What follows belongs to an exercise in optimizing a design on an open flow for small area; a production flow would make more cautious choices.
RTL that was checked went through simulation tests only; none was proved equivalent to the original.
Power figures rest on the tool's default switching activity, not on a simulated workload.

== build 6 ==
==> flow/design.v (excerpt) <==
module Calculator2_0(clk, rst, col, btn, btnres, fil, Sseg, anodos);
Size: roughly 760 cells after synthesis, ~93 flip-flops, about 27 I/O pins.
Settings: LEC_CHECK=0, ABC_AREA=1, CAP_MARGIN=0, CORE_MARGIN=2, CORE_UTILIZATION=40, GPL_TIMING_DRIVEN=0, SLEW_MARGIN=0; clock period 110.0 ns.
standard.sh (not shown) runs the stock make flow with config.mk's settings and CLKGATE_MAP_FILE= SYNTH_SCRIPT=/design/flow/synth_recipe.tcl, a recipe that flattens the netlist after the stock synthesis.
==> flow/flow/run.sh <==
#!/bin/bash
# Standard ORFS layout (the standard.sh) with these changes:
#  - synthesis: no adder extraction (ADDER_MAP_FILE empty), no Kogge-Stone carry map
#    (SYNTH_OPERATIONS_ARGS), and abc's area script replaced by flow/abc_area.script
#    (deepsyn, then area-only standard-cell mapping); the registers, their names and
#    cell types are those of the standard synthesis;
#  - the port buffers are sky130_fd_sc_hd__buf_1;
#  - clock tree from sky130_fd_sc_hd__clkbuf_8 only, without dummy loads.
# SCRIPTS_DIR points to a folder of links to ORFS's scripts, with abc_area.script replaced.
set -euo pipefail
HERE=$(pwd)
S=$HERE/scripts
rm -rf "$S"; mkdir -p "$S"
for f in "$FLOW_HOME"/scripts/*; do ln -s "$f" "$S/"; done
rm "$S/abc_area.script"; cp "$HERE/flow/abc_area.script" "$S/abc_area.script"
CTS="-sink_clustering_enable -repair_clock_nets -dont_use_dummy_load -buf_list sky130_fd_sc_hd__clkbuf_8"
BP="-buffer_cell sky130_fd_sc_hd__buf_1"
export SCRIPTS_DIR="$S" ADDER_MAP_FILE= ABC_AREA=1 SYNTH_OPERATIONS_ARGS=-noshare BUFFER_PORTS_ARGS="$BP" CTS_ARGS="$CTS"
bash standard.sh "SCRIPTS_DIR=$S" ADDER_MAP_FILE= ABC_AREA=1 SYNTH_OPERATIONS_ARGS=-noshare \
  "BUFFER_PORTS_ARGS=$BP" "CTS_ARGS=$CTS" finish > standard_flow.log 2>&1
==> flow/flow/abc_area.script <==
strash
&get -n
&deepsyn -T 120
&put
dch
amap
topo
Build 6 completed; timing, DRC and antenna clean
Edits applied to the flow inputs when going from build 6 to build 64:
--- a/flow/design.v
+++ b/flow/design.v
@@ -4,46 +4,46 @@
 	input [3:0] col;
 	input btn;
 	input btnres;
 	output [3:0] fil;
 	output [6:0] Sseg;
 	output [7:0] anodos;
 	reg [5:0] c50;       
 	reg [2:0] m5;        
 	reg [2:0] cb;        
 	reg [1:0] r;         
 	reg       fs;        
 	wire tick = (c50 == 6'd49);
-	wire rtick = (c50 == 6'd24) && (m5 == 3'd0) && cb[0];
+	wire rtick = (c50 == 6'd24) && (m5 == 3'b000) && cb[0];
 	always @(posedge clk) begin
 		if (rst) begin
 			c50 <= 6'd25;
-			m5 <= 3'd7;
+			m5 <= 3'b010;
 			cb <= 3'd0;
 			r <= 2'b10;
 			fs <= 1'b0;
 		end else begin
 			c50 <= tick ? 6'd0 : c50 + 6'd1;
 			if (tick) begin
-				m5 <= (m5 == 3'd4) ? 3'd0 : (m5 == 3'd7) ? 3'd1 : m5 + 3'd1;
+				m5 <= {m5[1] & m5[0], m5[0], !m5[2]};
 				cb <= cb + 3'd1;
 			end
 			if (rtick) begin
 				r <= {r[0], !r[1]};
 				fs <= 1'b1;
 			end
 		end
 	end
 	assign fil = {fs && r == 2'b00, fs && r == 2'b01, fs && r == 2'b11, fs && r == 2'b10};
-	assign anodos = (m5 == 3'd7) ? 8'hFF : ~(8'd1 << cb);
+	assign anodos = (m5 == 3'b010) ? 8'hFF : ~(8'd1 << cb);
 	reg [3:0] tecla_q;
 	reg [3:0] tecla;
 	always @(*) begin
 		tecla = tecla_q;
 		if (col == 4'b1000 || col == 4'b0100 || col == 4'b0010 || col == 4'b0001) begin
 			if (!fs) tecla = 4'd15;
 			else case ({r, col})
 				6'b00_1000: tecla = 4'd15;
 				6'b00_0100: tecla = 4'd0;
 				6'b00_0010: tecla = 4'd14;
 				6'b00_0001: tecla = 4'd13;
 				6'b01_1000: tecla = 4'd1;
@@ -143,25 +143,25 @@
 	wire [3:0] U0 = D0;
 	wire [3:0] U1 = D1;
 	wire [3:0] U2 = D2;
 	wire [3:0] V0 = cmpb ? c9(b0) : b0;
 	wire [3:0] V1 = cmpb ? c9(b1) : b1;
 	wire [3:0] V2 = cmpb ? c9(b2) : b2;
 	wire [4:0] S0 = bcdadd(U0, V0, subt);
 	wire [4:0] S1 = bcdadd(U1, V1, S0[4]);
 	wire [4:0] S2 = bcdadd(U2, V2, S1[4]);
 	wire c3 = S2[4];
 	wire [3:0] D3m = (D3 == 4'd0) ? 4'd9 : D3 - 4'd1;
 	wire [4:0] S3 = subt ? {c3 | (D3 != 4'd0), c3 ? D3 : D3m} : bcdinc(D3, c3);
-	wire c4 = S3[4] && !sub;
+	wire c4 = S3[4];              
 	wire [4:0] S4 = bcdinc(D4, c4);
 	wire [4:0] S5 = bcdinc(D5, S4[4]);
 	wire wr = en && (!subt || S3[4] || (sub && s39));
 	wire err = dv && ((D3 != 4'd0) || (D4 != 4'd0) || (D5 != 4'd0) || ({b2, b1, b0} == 12'd0));
 	wire neg_fin = sub ? fail : (sig1 && !err);
 	wire ld = !rst && (s_clr || s_sh || s_rot);      
 	wire sh = !rst && (s_sh || s_rot);
 	wire w = !rst && wr;
 	wire fin = !rst && s_fin;
 	wire s7 = !rst && sub && s33;
 	wire [7:0] e = {8{ewr && !rst}} & (8'd1 << q_n);
 	wire [3:0] din0 = s_rot ? D6 : ins;
--- outcome ---
Summary: core footprint, build 64 worse than build 6
Of build 64 and build 6, the lower worst-case headroom to the max-slew limit belongs to build 6.
Fmax: build 64 vs build 6 down 1.5%
Of the two values seen for critical path startpoint, btnres was produced by build 64 and rst by build 6.
Build 64 vs. build 6: count of inserted antenna diode cells level, number of instances in the placed design up 20.


## old
Another version of the RTL of Calculator2_0 (not shown whole).
For scale: ~760 cells after synthesis, ~93 flip-flops, about 27 I/O pins, roughly 5400 µm² of cells after synthesis.
==> flow/design.v (excerpt) <==
module Calculator2_0(clk, rst, col, btn, btnres, fil, Sseg, anodos);
==> flow/config.mk <==
export PLATFORM = sky130hd
export DESIGN_NAME = Calculator2_0
export DESIGN_NICKNAME = Calculator2_0
export VERILOG_FILES = /design/flow/design.v
export SDC_FILE = /design/flow/constraint.sdc
export NUM_CORES = 4
export LEC_CHECK = 0
export ABC_AREA = 1
export CAP_MARGIN = 20
export CORE_MARGIN = 2
export CORE_UTILIZATION = 40
export SLEW_MARGIN = 20
==> flow/constraint.sdc <==
create_clock -name core_clock -period 110.0 [get_ports {clk}]
set_input_delay 22.0000 -clock core_clock [delete_from_list [all_inputs] [get_ports {clk}]]
set_output_delay 22.0000 -clock core_clock [all_outputs]
set_load 0.01 [all_outputs]
Scripts as last shown in full above: flow/flow/run.sh, flow/flow/abc_area.script
What new does differently from old at the input level:
diff --git a/flow/design.v b/flow/design.v
--- a/flow/design.v
+++ b/flow/design.v
@@ -9,36 +9,36 @@
 	output [7:0] anodos;
 	reg [5:0] c50;       
 	reg [2:0] m5;        
 	reg [2:0] cb;        
 	reg [1:0] r;         
 	reg       fs;        
 	wire tick = (c50 == 6'd49);
-	wire rtick = (c50 == 6'd24) && (m5 == 3'b000) && cb[0];
+	wire rtick = (c50 == 6'd24) && (m5 == 3'd0) && cb[0];
 	always @(posedge clk) begin
 		if (rst) begin
 			c50 <= 6'd25;
-			m5 <= 3'b010;
+			m5 <= 3'd7;
 			cb <= 3'd0;
 			r <= 2'b10;
 			fs <= 1'b0;
 		end else begin
 			c50 <= tick ? 6'd0 : c50 + 6'd1;
 			if (tick) begin
-				m5 <= {m5[1] & m5[0], m5[0], !m5[2]};
+				m5 <= (m5 == 3'd4) ? 3'd0 : (m5 == 3'd7) ? 3'd1 : m5 + 3'd1;
 				cb <= cb + 3'd1;
 			end
 			if (rtick) begin
 				r <= {r[0], !r[1]};
 				fs <= 1'b1;
 			end
 		end
 	end
 	assign fil = {fs && r == 2'b00, fs && r == 2'b01, fs && r == 2'b11, fs && r == 2'b10};
-	assign anodos = (m5 == 3'b010) ? 8'hFF : ~(8'd1 << cb);
+	assign anodos = (m5 == 3'd7) ? 8'hFF : ~(8'd1 << cb);
 	reg [3:0] tecla_q;
 	reg [3:0] tecla;
 	always @(*) begin
 		tecla = tecla_q;
 		if (col == 4'b1000 || col == 4'b0100 || col == 4'b0010 || col == 4'b0001) begin
 			if (!fs) tecla = 4'd15;
 			else case ({r, col})
--- outcome ---
new: all stages complete, timing, DRC and antenna checks passed
old: full flow OK, the timing, DRC and antenna checks passed
Compared with old, new shows a lower routed wire length.
Compared with old, new shows post-route standard cell area excluding fillers that has gone down slightly.
In the flow results for old and new, the cell count is smaller on new.
Overall track demand over capacity in global routing (lower): new
register to output pin as the critical path class was reported by new, and input port to register by old.
Taking old as the reference point, the total power of the final layout of new falls by 3.5%.
Comparing old with new, the floorplan die area came out essentially unchanged.
new vs old on non-clock buffer count: new is the lower one.
Function not checked in old: the RTL went through the layout flow alone.


## try-fjord
RTL: one of the versions met above, not the one the previous note started from.
Size: ~93 flip-flops, about 27 I/O pins, ~5300 um2 of cells after synthesis.
## Calculator2_0
module Calculator2_0(clk, rst, col, btn, btnres, fil, Sseg, anodos);
	input clk;
	input rst;
	input [3:0] col;
	input btn;
	input btnres;
	output [3:0] fil;
	output [6:0] Sseg;
	output [7:0] anodos;
	reg [5:0] c50;       
	reg [2:0] m5;        
	reg [2:0] cb;        
	reg [1:0] r;         
	reg       fs;        
	wire tick = (c50 == 6'd49);
	wire rtick = (c50 == 6'd24) && (m5 == 3'b000) && cb[0];
	always @(posedge clk) begin
		if (rst) begin
			c50 <= 6'd25;
			m5 <= 3'b010;
			cb <= 3'd0;
			r <= 2'b10;
			fs <= 1'b0;
		end else begin
			c50 <= tick ? 6'd0 : c50 + 6'd1;
			if (tick) begin
				m5 <= {m5[1] & m5[0], m5[0], !m5[2]};
				cb <= cb + 3'd1;
			end
			if (rtick) begin
				r <= {r[0], !r[1]};
				fs <= 1'b1;
			end
		end
	end
	assign fil = {fs && r == 2'b00, fs && r == 2'b01, fs && r == 2'b11, fs && r == 2'b10};
	assign anodos = (m5 == 3'b010) ? 8'hFF : ~(8'd1 << cb);
	reg [3:0] tecla_q;
	reg [3:0] tecla;
	always @(*) begin
		tecla = tecla_q;
		if (col == 4'b1000 || col == 4'b0100 || col == 4'b0010 || col == 4'b0001) begin
			if (!fs) tecla = 4'd15;
			else case ({r, col})
				6'b00_1000: tecla = 4'd15;
				6'b00_0100: tecla = 4'd0;
				6'b00_0010: tecla = 4'd14;
				6'b00_0001: tecla = 4'd13;
				6'b01_1000: tecla = 4'd1;
				6'b01_0100: tecla = 4'd2;
				6'b01_0010: tecla = 4'd3;
				6'b01_0001: tecla = 4'd10;
				6'b11_1000: tecla = 4'd4;
				6'b11_0100: tecla = 4'd5;
				6'b11_0010: tecla = 4'd6;
				6'b11_0001: tecla = 4'd11;
				6'b10_1000: tecla = 4'd7;
				6'b10_0100: tecla = 4'd8;
				6'b10_0010: tecla = 4'd9;
				default:    tecla = 4'd12;
			endcase
		end
	end
	always @(posedge clk) begin
		if (rst) tecla_q <= 4'd15;
		else tecla_q <= tecla;
	end
	reg [3:0] D0, D1, D2, D3, D4, D5, D6, D7;
	reg F0, F2, F3, F4;       
	reg estado, btnON, btnresON;
	reg [2:0] q;              
	reg [4:0] oc;             
  ...
clock: 110.0 ns
lec_check: 0
abc_area: 1
cap_margin: 0
core_margin: 2
core_utilization: 40
gpl_timing_driven: 0
slew_margin: 0
==> flow/flow/run.sh <==
#!/bin/bash
# Standard ORFS layout (the standard.sh) with these changes:
#  - synthesis: no adder extraction (ADDER_MAP_FILE empty), no Kogge-Stone carry map
#    (SYNTH_OPERATIONS_ARGS), and abc's area script replaced by flow/abc_area.script
#    (four rounds of deepsyn and area-only standard-cell mapping); the registers, their names and
#    cell types are those of the standard synthesis;
#  - the port buffers are sky130_fd_sc_hd__buf_1;
#  - clock tree from sky130_fd_sc_hd__clkbuf_8 only, without dummy loads.
# SCRIPTS_DIR points to a folder of links to ORFS's scripts, with abc_area.script replaced.
set -euo pipefail
HERE=$(pwd)
S=$HERE/scripts
rm -rf "$S"; mkdir -p "$S"
for f in "$FLOW_HOME"/scripts/*; do ln -s "$f" "$S/"; done
rm "$S/abc_area.script"; cp "$HERE/flow/abc_area.script" "$S/abc_area.script"
CTS="-sink_clustering_enable -repair_clock_nets -dont_use_dummy_load -buf_list sky130_fd_sc_hd__clkbuf_8"
BP="-buffer_cell sky130_fd_sc_hd__buf_1"
export SCRIPTS_DIR="$S" ADDER_MAP_FILE= ABC_AREA=1 SYNTH_OPERATIONS_ARGS=-noshare BUFFER_PORTS_ARGS="$BP" CTS_ARGS="$CTS"
bash standard.sh "SCRIPTS_DIR=$S" ADDER_MAP_FILE= ABC_AREA=1 SYNTH_OPERATIONS_ARGS=-noshare \
  "BUFFER_PORTS_ARGS=$BP" "CTS_ARGS=$CTS" finish > standard_flow.log 2>&1
==> flow/flow/abc_area.script <==
strash
&get -n
&deepsyn -T 60 
&put
dch
amap
strash
&get -n
&deepsyn -T 60 
&put
dch
amap
strash
&get -n
&deepsyn -T 60 
&put
dch
amap
strash
&get -n
&deepsyn -T 60 
&put
dch
amap
topo
#### Input delta (try-sierra over try-fjord)
diff --git a/flow/design.v b/flow/design.v
--- a/flow/design.v
+++ b/flow/design.v
@@ -6,42 +6,42 @@
 	input btnres;
 	output [3:0] fil;
 	output [6:0] Sseg;
 	output [7:0] anodos;
 	reg [5:0] c50;       
 	reg [2:0] m5;        
 	reg [2:0] cb;        
 	reg [1:0] r;         
 	reg       fs;        
 	wire tick = (c50 == 6'd49);
-	wire rtick = (c50 == 6'd24) && (m5 == 3'b000) && cb[0];
+	wire rtick = (c50 == 6'd24) && (m5 == 3'd0) && cb[0];
 	always @(posedge clk) begin
 		if (rst) begin
 			c50 <= 6'd25;
-			m5 <= 3'b010;
+			m5 <= 3'd7;
 			cb <= 3'd0;
 			r <= 2'b10;
 			fs <= 1'b0;
 		end else begin
 			c50 <= tick ? 6'd0 : c50 + 6'd1;
 			if (tick) begin
-				m5 <= {m5[1] & m5[0], m5[0], !m5[2]};
+				m5 <= (m5 == 3'd4) ? 3'd0 : (m5 == 3'd7) ? 3'd1 : m5 + 3'd1;
 				cb <= cb + 3'd1;
 			end
 			if (rtick) begin
 				r <= {r[0], !r[1]};
 				fs <= 1'b1;
 			end
 		end
 	end
 	assign fil = {fs && r == 2'b00, fs && r == 2'b01, fs && r == 2'b11, fs && r == 2'b10};
-	assign anodos = (m5 == 3'b010) ? 8'hFF : ~(8'd1 << cb);
+	assign anodos = (m5 == 3'd7) ? 8'hFF : ~(8'd1 << cb);
 	reg [3:0] tecla_q;
 	reg [3:0] tecla;
 	always @(*) begin
 		tecla = tecla_q;
 		if (col == 4'b1000 || col == 4'b0100 || col == 4'b0010 || col == 4'b0001) begin
 			if (!fs) tecla = 4'd15;
 			else case ({r, col})
 				6'b00_1000: tecla = 4'd15;
 				6'b00_0100: tecla = 4'd0;
 				6'b00_0010: tecla = 4'd14;
@@ -145,21 +145,21 @@
 	wire [3:0] U2 = D2;
 	wire [3:0] V0 = cmpb ? c9(b0) : b0;
 	wire [3:0] V1 = cmpb ? c9(b1) : b1;
 	wire [3:0] V2 = cmpb ? c9(b2) : b2;
 	wire [4:0] S0 = bcdadd(U0, V0, subt);
 	wire [4:0] S1 = bcdadd(U1, V1, S0[4]);
 	wire [4:0] S2 = bcdadd(U2, V2, S1[4]);
 	wire c3 = S2[4];
 	wire [3:0] D3m = (D3 == 4'd0) ? 4'd9 : D3 - 4'd1;
 	wire [4:0] S3 = subt ? {c3 | (D3 != 4'd0), c3 ? D3 : D3m} : bcdinc(D3, c3);
-	wire c4 = S3[4];              
+	wire c4 = S3[4] && !sub;
 	wire [4:0] S4 = bcdinc(D4, c4);
 	wire [4:0] S5 = bcdinc(D5, S4[4]);
 	wire wr = en && (!subt || S3[4] || (sub && s39));
 	wire err = dv && ((D3 != 4'd0) || (D4 != 4'd0) || (D5 != 4'd0) || ({b2, b1, b0} == 12'd0));
 	wire neg_fin = sub ? fail : (sig1 && !err);
 	wire ld = !rst && (s_clr || s_sh || s_rot);      
 	wire sh = !rst && (s_sh || s_rot);
 	wire w = !rst && wr;
 	wire fin = !rst && s_fin;
 	wire s7 = !rst && sub && s33;
### Flow results
Comparing try-sierra and try-fjord, the lower minimum clock period after layout is on try-sierra. Diff try-fjord -> try-sierra: data required time at the worst endpoint higher, starting density of the core higher, met1 routing resource usage after global routing higher. Comparing try-sierra and try-fjord, wire length of the first global-routing pass is higher on try-fjord. Re transition time of the tightest slew-check pin: try-fjord was lower than try-sierra. The lower layout overhead on the synthesized area of try-sierra and try-fjord is in try-fjord. Summary of try-sierra over try-fjord: pre-CTS setup slack moved up, overall die width moved up, non-clock buffer share of cell area moved up. For the ratio of cells with drive above 1 in the final layout, try-sierra came in 0.25 points higher than try-fjord did.

port drivers added, routing unchanged:
In the flow no input, the clock included, has a driving cell. The finished layouts below were timed again as built, in two steps.
Step 1 sets driving cells, clkbuf_16 on the clock port and buf_2 on the other inputs (assumed; they add their load-dependent delay and slew).
Step 2, shift: input delay + t, output delay - t, t = (earliest + latest rising clock arrival at the registers) / 2. This alone moves slack from input paths to output paths.
a / b / c = no drivers / after step 1 / after step 2; a / b = the first two.
| run | t (ns) | slack for setup (ns) | worst setup path after step 2 | worst register clock-pin slew, ns | worst data-port slew with drivers (ns) |
|---|---|---|---|---|---|
| build 6 | 0.412 | 84.789 / 84.809 / 84.397 | input to register | 0.09 / 0.09 | 0.03 |
| build 64 | 0.419 | 84.414 / 84.428 / 84.009 | input to register | 0.10 / 0.10 | 0.03 |
| old | 0.410 | 85.578 / 85.591 / 85.181 | input to register | 0.10 / 0.10 | 0.04 |
| new | 0.415 | 85.593 / 85.557 / 85.297 | input to register | 0.09 / 0.09 | 0.03 |
| try-fjord | 0.423 | 83.638 / 83.645 / 83.222 | input to register | 0.09 / 0.09 | 0.03 |
| try-sierra | 0.409 | 84.320 / 84.319 / 83.910 | input to register | 0.10 / 0.10 | 0.03 |
After both steps every run listed still meets setup and hold. For try-fjord, which loses most, drivers alone change the setup slack by +0.007 ns; drivers and shift together by -0.416 ns.
